What follows belongs to an exercise in optimizing a design on an open flow for small area; a production flow would make more cautious choices. Function was checked by simulation only, so behaviour that the tests miss may differ from the original. Power and IR drop assume default switching activity.

[design/flow/config.mk]
export PLATFORM = sky130hd
export DESIGN_NAME = top_module
export DESIGN_NICKNAME = top_module
export VERILOG_FILES = /design/flow/design.v
export SDC_FILE = /design/flow/constraint.sdc
export NUM_CORES = 4
export LEC_CHECK = 0
export CAP_MARGIN = 20
export CORE_MARGIN = 2
export CORE_UTILIZATION = 40
export SLEW_MARGIN = 20
[design/flow/constraint.sdc]
create_clock -name core_clock -period 10.0 [get_ports {i_clk}]
set_input_delay 2.0000 -clock core_clock [delete_from_list [all_inputs] [get_ports {i_clk}]]
set_output_delay 2.0000 -clock core_clock [all_outputs]
set_load 0.01 [all_outputs]
[design/flow/design.v]
module bcd_to_7seg(
    input wire [3:0] i_digit,  
    output reg [6:0] o_seg  
);
    always @(*) begin
        case(i_digit)
            4'd0: o_seg = 7'b1000000;  
            4'd1: o_seg = 7'b1111001;  
            4'd2: o_seg = 7'b0100100;  
            4'd3: o_seg = 7'b0110000;  
            4'd4: o_seg = 7'b0011001;  
            4'd5: o_seg = 7'b0010010;  
            4'd6: o_seg = 7'b0000010;  
            4'd7: o_seg = 7'b1111000;  
            4'd8: o_seg = 7'b0000000;  
            4'd9: o_seg = 7'b0010000;  
            default: o_seg = 7'b1111111;  
        endcase
    end
endmodule
module ssd_multiplex(
    input wire i_clk,
    input wire i_rst,
    input wire [3:0] i_d0, i_d1, i_d2, i_d3,
    output wire [6:0] o_seg,
    output reg [3:0] o_an
);
    reg [1:0] r_sel;
    reg [7:0] r_refresh_counter;
    reg [3:0] r_current_digit;
    bcd_to_7seg bcd_converter (
        .i_digit(r_current_digit),
        .o_seg(o_seg)
    );
    always @(posedge i_clk or posedge i_rst) begin
        if (i_rst) begin
            r_refresh_counter <= 8'd0;
            r_sel <= 2'd0;
        end else begin
            r_refresh_counter <= r_refresh_counter + 1'b1;
            r_sel <= r_refresh_counter[7:6];  
        end
    end
    always @(*) begin
        case (r_sel)
            2'd0: begin o_an = 4'b1110; r_current_digit = i_d0; end
            2'd1: begin o_an = 4'b1101; r_current_digit = i_d1; end
            2'd2: begin o_an = 4'b1011; r_current_digit = i_d2; end
            2'd3: begin o_an = 4'b0111; r_current_digit = i_d3; end
            default: begin o_an = 4'b1111; r_current_digit = 4'd0; end
        endcase
    end
endmodule
module clock_divider #(
    parameter p_DIVIDER_VALUE = 6'd50  
)(
    input wire i_clk,
    input wire i_rst,
    output reg o_clk_1hz,
    output wire o_tick  
);
    reg [5:0] r_counter;
    assign o_tick = (r_counter >= p_DIVIDER_VALUE - 1) && !o_clk_1hz;
    always @(posedge i_clk or posedge i_rst) begin
        if (i_rst) begin
            r_counter <= 6'd0;
            o_clk_1hz <= 1'b0;
        end else begin
            if (r_counter >= p_DIVIDER_VALUE -1) begin
                r_counter <= 6'd0;
                o_clk_1hz <= ~o_clk_1hz;
            end else begin
                r_counter <= r_counter + 1'b1;
            end
        end
    end
endmodule
module debounce(
    input wire i_clk,  
    input wire i_rst,  
    input wire i_btn_in,  
    output reg o_btn_out  
);
    reg [4:0] r_cnt;
    reg r_sync_0, r_sync_1;  
    always @(posedge i_clk or posedge i_rst) begin
        if (i_rst) begin
            r_sync_0 <= 1'b0;
            r_sync_1 <= 1'b0;
            r_cnt <= 5'd0;
            o_btn_out <= 1'b0;
        end else begin
        r_sync_0 <= i_btn_in;
        r_sync_1 <= r_sync_0;
        if (r_sync_1 == o_btn_out) begin
            r_cnt <= 5'd0;
        end else begin
            r_cnt <= r_cnt + 1'b1;
            if (r_cnt == 5'h1F) begin  
                o_btn_out <= r_sync_1;
            end
        end
        end
    end    
endmodule
module clock_logic(
    input wire i_clk,  
    input wire i_tick,  
    input wire i_rst,  
    input wire i_inc_hours,  
    input wire i_inc_minutes,  
    output reg [5:0] o_hours,
    output reg [5:0] o_minutes
);
    always @(posedge i_clk or posedge i_rst) begin
        if (i_rst) begin
            o_hours <= 6'd0;
            o_minutes <= 6'd0;
        end else if (i_tick) begin
            if (i_inc_minutes) begin
                if (o_minutes == 59)begin
                    o_minutes <= 6'd0;
                    o_hours <= (o_hours == 23) ? 6'd0: o_hours +1;
               end else begin
                    o_minutes <= o_minutes + 1'b1;
               end
            end
            if (i_inc_hours) begin
                if (o_hours == 23)
                    o_hours <= 6'd0;
                else
                    o_hours <= o_hours + 1'd1;
            end
        end
    end
endmodule
module led_controller(
    input wire i_clk,  
    input wire i_rst,  
    input wire [5:0] i_hour,  
    output wire [3:0] o_pwm_value,  
    output wire o_use_animation  
);
    localparam HOUR_MIDNIGHT = 6'd0;
    localparam HOUR_ANIM = 6'd3;
    localparam HOUR_DAWN = 6'd6;
    localparam HOUR_DUSK = 6'd18;
    localparam HOUR_EVENING = 6'd21;
    localparam BRIGHT_MAX = 4'd15;
    localparam BRIGHT_HIGH = 4'd10;
    localparam BRIGHT_MED = 4'd5;
    localparam BRIGHT_LOW = 4'd2;
    localparam BRIGHT_OFF = 4'd0;
    reg [3:0] r_pwm_reg;
    reg r_anim_reg;
    assign o_pwm_value = r_pwm_reg;
    assign o_use_animation = r_anim_reg;
    always @(posedge i_clk or posedge i_rst) begin
        if (i_rst) begin
            r_pwm_reg <= BRIGHT_OFF;
            r_anim_reg <= 1'b0;
        end else begin
            if(i_hour == HOUR_ANIM) begin
               r_pwm_reg <= BRIGHT_OFF;  
               r_anim_reg <= 1'b1;  
            end else begin
               r_anim_reg <= 1'b0;
               case (1'b1)
                    (i_hour >= HOUR_MIDNIGHT && i_hour < HOUR_ANIM): r_pwm_reg <= BRIGHT_MAX;
                    (i_hour > HOUR_ANIM && i_hour < HOUR_DAWN): r_pwm_reg <= BRIGHT_MED;
                    (i_hour >= HOUR_DAWN && i_hour < HOUR_DUSK): r_pwm_reg <= BRIGHT_LOW;
                    (i_hour >= HOUR_DUSK && i_hour < HOUR_EVENING): r_pwm_reg <= BRIGHT_MED;
                    (i_hour >= HOUR_EVENING && i_hour <= 6'd23): r_pwm_reg <= BRIGHT_HIGH;
                    default: r_pwm_reg <= BRIGHT_LOW;
               endcase     
            end
        end
    end     
endmodule
module led_animator(
    input wire i_clk,  
    input wire i_rst,  
    output reg [15:0] o_led_pattern  
);
    localparam STEP_DELAY = 6'd40;
    reg [3:0] r_pos; 
    reg [5:0] r_delay_cnt;
    always @(posedge i_clk or posedge i_rst) begin
        if (i_rst) begin
            r_pos <= 4'd0;
            r_delay_cnt <= 6'd0;
        end else begin
            if (r_delay_cnt >= STEP_DELAY) begin
                r_delay_cnt <= 6'd0;
                r_pos <= r_pos + 1'b1;  
            end else begin
                r_delay_cnt <= r_delay_cnt + 1'b1;
            end
        end
    end
    integer i;
    always @(*) begin
        for (i = 0; i < 16; i = i + 1) begin
            if((i >= r_pos -3 && i <= r_pos + 3))
                o_led_pattern[i] = 1'b1;
            else
                o_led_pattern[i] = 1'b0;    
        end
    end
endmodule
module pwm_led(
    input wire i_clk,
    input wire i_rst,
    input wire [3:0] i_brightness, 
    output reg o_led_out
);
reg [3:0] r_counter;
always @(posedge i_clk or posedge i_rst) begin
    if (i_rst) begin
        r_counter <= 4'd0;
        o_led_out <= 1'b0;
    end else begin
        r_counter <= r_counter + 1;
        o_led_out <= (r_counter < i_brightness) ? 1'b1 : 1'b0;
    end
end
endmodule
module top_module(
    input wire i_clk,  
    input wire i_rst,  
    input wire i_btn_hours,  
    input wire i_btn_minutes,  
    output wire [6:0] o_seg,  
    output wire [3:0] o_an,  
    output wire [15:0] o_leds  
);
    wire w_clk_1hz;
    wire w_tick;
    wire w_btn_h_clean; 
    wire w_btn_m_clean;
    wire [5:0] w_hours;
    wire [5:0] w_minutes;
    wire [3:0] w_pwm_value;
    wire w_use_animation;
    wire [15:0] w_anim_leds;
    clock_divider #(.p_DIVIDER_VALUE(6'd50)) clkdiv_inst (
        .i_clk(i_clk),
        .i_rst(i_rst),
        .o_clk_1hz(w_clk_1hz),
        .o_tick(w_tick)
    );
    debounce db_hour (
        .i_clk(i_clk),
        .i_rst(i_rst),
        .i_btn_in(i_btn_hours),
        .o_btn_out(w_btn_h_clean)
    );
    debounce db_min (
        .i_clk(i_clk),
        .i_rst(i_rst),
        .i_btn_in(i_btn_minutes),
        .o_btn_out(w_btn_m_clean)
    );
    clock_logic clock_inst (
        .i_clk(i_clk),
        .i_tick(w_tick),
        .i_rst(i_rst),
        .i_inc_hours(w_btn_h_clean),
        .i_inc_minutes(w_btn_m_clean),
        .o_hours(w_hours),
        .o_minutes(w_minutes)
    );
    ssd_multiplex display_inst (
        .i_clk(i_clk),
        .i_rst(i_rst),
        .i_d0(w_minutes % 10),
        .i_d1(w_minutes / 10),
        .i_d2(w_hours % 10),
        .i_d3(w_hours / 10),
        .o_seg(o_seg),
        .o_an(o_an)
    );
    led_controller led_ctrl (
        .i_clk(i_clk),
        .i_rst(i_rst),
        .i_hour(w_hours),
        .o_pwm_value(w_pwm_value),
        .o_use_animation(w_use_animation)
    );
    led_animator animator (
        .i_clk(i_clk),
        .i_rst(i_rst),
        .o_led_pattern(w_anim_leds)
    );
    genvar i;
    generate
        for (i = 0; i < 16; i = i + 1) begin : pwm_loop
            pwm_led pwm_inst (
                .i_clk(i_clk),
                .i_rst(i_rst),
                .i_brightness(w_use_animation ? (w_anim_leds[i] ? 4'd8 : 4'd0) : w_pwm_value),
                .o_led_out(o_leds[i])
            );
        end
    endgenerate
endmodule
[design/flow/run.sh]
#!/bin/bash
# synth_recipe.tcl (not shown) runs the flow's synth.tcl, then flattens the netlist and writes it again
# the make line also repeats each setting of config.mk as NAME=value (left out here)
make -C /OpenROAD-flow-scripts/flow DESIGN_CONFIG=/design/flow/config.mk WORK_HOME=/design/flow/orfs CLKGATE_MAP_FILE= SYNTH_SCRIPT=/design/flow/synth_recipe.tcl finish
==> run summary <==
## layout by cell type, fill, tap and decap left out, types with 4 or more instances in the layout
cell,count
dfrtp_1,139
nand2_1,29
mux2i_1,13
nand4_1,4
inv_1,35
o211ai_1,8
nand3_1,36
and3_1,4
a21oi_1,40
nor3_1,6
a31oi_1,10
mux2_2,7
clkdlybuf4s50_1,30
xnor2_1,38
clkinv_4,5
o21ai_0,36
or3_1,4
clkbuf_16,17
xor2_1,25
o21a_1,17
nor2b_1,20
nand2b_1,23
ha_1,90
a2bb2oi_1,4
inv_6,5
nor2_1,48
## worst max-delay path: cells and delay by family, from the launching register on
family,cells,cell delay [ns]
DFF,1,0.70
muxes,1,0.38
AOI/OAI and AO/OA,6,1.48
adders and majority gates,2,0.64
buffers and inverters,2,0.70
and+or+nand+nor,3,0.38
## through the flow
| step | std cells | hold WS [ns] | util |
|---|---|---|---|
| 5_1_grt | 1027 | 0.3590 | 0.4546 |
| 4_1_cts | 1027 | 0.3506 | 0.4546 |
| 2_1_floorplan | 746 | 0.3312 | - |
| 3_5_place_dp | 995 | 0.3363 | 0.4248 |
| 3_3_place_gp | 995 | 0.3352 | 0.4248 |
| 6_report | 1027 | 0.3487 | 0.4546 |
## logic make-up after synthesis
group                    synth area share
AND/OR/NAND/NOR                    0.1284
AO/OA/AOI/OAI                      0.1298
flip-flops                         0.4444
adder cells (fa/ha/maj)            0.1439
buffers and inverters             0.05260
XOR/XNOR                          0.07050
multiplexers                      0.03037
## how the worst max path moves through the flow
stage	startpoint	endpoint	cells after the start
2_1_floorplan	i_rst	animator.r_delay_cnt[0]	1
3_3_place_gp	display_inst.r_sel[0]	o_seg[4]	14
3_5_place_dp	display_inst.r_sel[0]	o_seg[4]	14
4_1_cts	display_inst.r_sel[0]	o_seg[4]	14
5_1_grt	display_inst.r_sel[0]	o_seg[4]	15
6_report	display_inst.r_sel[0]	o_seg[4]	14
## per-layer routing
layer  vias to the layer above  share of wire  track usage
met5                         -              0            0
met4                         0          0.021      0.06037
met3                        21          0.031      0.03565
met2                        91           0.49       0.2627
met1                      2628           0.45       0.1910
li1                       2611              -            -
## power by group
group	internal, mW	total [mW]	switching [mW]
logic	0.00350	0.0162	0.0127
clock network	0.354	0.609	0.255
registers	0.565	0.567	0.00185
## final cells by class
cell class / instances / area (sq um) / share of cell area
Tap cell: 265 / 331.6 / 0.03772
Inverter: 38 / 152.6 / 0.01737
Timing Repair Buffer: 32 / 315.3 / 0.03587
Clock inverter: 14 / 136.4 / 0.01552
Sequential cell: 139 / 3478 / 0.3957
Multi-Input combinational cell: 521 / 3936 / 0.4478
Clock buffer: 18 / 439.2 / 0.04996
==> impl_results.md <==
* Startpoint of the worst hold path: db_hour.r_sync_0
* Portion of the clock cycle consumed by the worst path in the final layout at 0.6698
* Net count reported at finish at 843
* Endpoint of the worst-slack reg-to-reg timing path: clock_inst.o_hours[1]
* Summed negative setup slack over all endpoints at 0 ns
* Root buffer cell: clkbuf_16
* Post-CTS setup buffer count at 0
* Ranking of synthesized cells by area: dfrtp_1, ha_1, xnor2_1
* Clock tree buffer depth at 2
* Total number of vias at 5351
* Core area at between 15000 and 20000 sq um
* Relative slew margins at 0.2956
* Netlist cell types at 69
* Number of enable-type register cells in the synthesized netlist at 0
* Area added between synthesis and finish at 12.31%
* Number of antenna violations at the first check in global routing at 0
* Final-report setup violation count at 0
* Class of the most critical setup path: reg2out
* # H-tree levels at 4
* Worst-skew pair later-pin latency at ~0.42 ns
* Post-CTS sizing at 0
* Leakage dissipation at between 4 and 5 nW
* Number of warnings issued by yosys at 12
* DRC violation count after routing at 0
* Biggest area consumer among synthesized cells: dfrtp_1
* CP max stage cell: dfrtp_1
* Maxcap violations at 0
* Worst setup slack before clock tree synthesis at about 3.7 ns
* Number of flip-flops in the largest register at 64
* Post-route standard cell area excluding fillers at around 9000 sq um
* Seq cells post-synth at around 140
* Data arrival, critical path at around 4.7 ns
* Result of the run: timing/DRC/antenna clean
* Total detailed-routing wirelength at approximately 14000 um
* Antenna violation net count after detailed routing at 0
* Register containing the most flip-flops in the final layout: pwm_loop.pwm_inst.r_counter
* Maximum clock frequency at ~150 MHz
* Pwr dens at about 140 nW/um^2
* Count of pins over their slew limit at 0
* Count of hold buffers inserted by post-cts repair at 0
* Floorplan die area at around 21000 sq um
* Vias in the first global route at between 5000 and 6000
* Remaining global-route overflow at 0
* Most common cell in the netlist: dfrtp_1
* Sequence of cells on the critical path: nor2b_4 > inv_2 > mux2_2 > ha_1 > o211a_1 > o41ai_4 > ha_1 > nor2_1 > a31oi_1 > o31a_1 > a31oi_1 > nand2_2 > o22a_1 > clkdlybuf4s50_1
* Crit path setup slack, layout at 3.302 ns
* Placer's final routability congestion estimate at ~0.84
* Sum of internal, switching and leakage power at ~1.2 mW
* Layout cell share with drive strength beyond 1 at 0.07349
* Setup Skew at between 0.009 and 0.01 ns
* RSZ-0062 raised after global routing: false
* TritonCTS clock tree: built
* Largest stage delay on the critical path at ~0.70 ns
* Post-DP Area at ~8200 sq um
* Sinks on Clock Net at 139
* Post-synthesis net count at 840
* Die span in y at around 140 um
* Leading registers by flop count: pwm_loop.pwm_inst.r_counter x64, pwm_loop.pwm_inst.o_led_out x16, display_inst.r_refresh_counter x8
* Most instantiated cells after synthesis: dfrtp_1, ha_1, nor2_1
* Die W at around 140 um
* Hold EP: db_hour.r_sync_1
* Global Route Usage Sum at 0.1548
* Area share of the largest cell type after synthesis at 0.4444
* Number of I/O pins at 31
* Min-Delay Path Depth at 0
* Capturing element type of the critical path: output port
* Crit path launch type: flop
* Number of port buffers at 30
* Summed instance area of the synthesized netlist at between 7000 and 8000 sq um
* Mapped Cells at roughly 750
* HPWL Detailed at approximately 10000 um
* Async set-or-reset flop fraction in the synthesized netlist at 1.000
* Final routed wire length divided by cell count at about 14 um
* First-pass GRT wire length at about 26000 um
* Avg Inst Size Synth at between 10 and 15 sq um
* Core Rows at 51
* Iter 0 DRT Violations at about 300
* Setup slack of the worst register-to-register path at approximately 7 ns
* Flip-flop cell with the highest count after synthesis: dfrtp_1
* # diodes at 0
* Fill count at around 1800
* Logic depth of the worst register-to-register path at 7
* Maximum number of pins on one net before global-route repair at 73
* Register area share after synthesis at 0.4444
* Required time worst endpoint at about 8.0 ns
* Worst IR Drop VDD at roughly 130 uV
* Mean number of vias per cell at about 5.2
* Final hold violation count at 0
* DR pass1 iterations at 5
* Final period demand of the worst path at 6.698 ns
* Starting density of the core at 0.4048
* Launch point of the worst reg-to-reg path: clkdiv_inst.r_counter[0]
* Transition at the pin with the smallest max-transition slack at 1.054 ns
* CP max FO at 18
* Clock transition at the register clock pins on the worst setup and hold paths after CTS at around 0.06 ns
* Worst min-delay path category: reg2reg
* TritonCTS buffer count at 17

-- static timing again, ports no longer ideal --
In the flow no input, the clock included, has a driving cell. The finished layout below was timed again as built, in two steps.
Step 1 sets driving cells, clkbuf_16 on the clock port and buf_2 on the other inputs (assumed; they add their load-dependent delay and slew).
Step 2 times the ports against the registers' clock, not the clock port: input delays grow and output delays shrink by t, the midpoint of the rising clock arrivals with the driver on.
Slacks: no drivers / after step 1 / after step 2; pairs: no drivers / after step 1.
t (ns): 0.459
setup WS [ns]: 3.302 / 3.257 / 3.716
hold WS [ns]: 0.349 / 0.349 / 0.349
worst slew at a driven data input, ns: 0.03
After both steps this run still meets setup and hold. For this run, drivers alone change the setup slack by -0.045 ns; drivers and shift together by +0.414 ns.
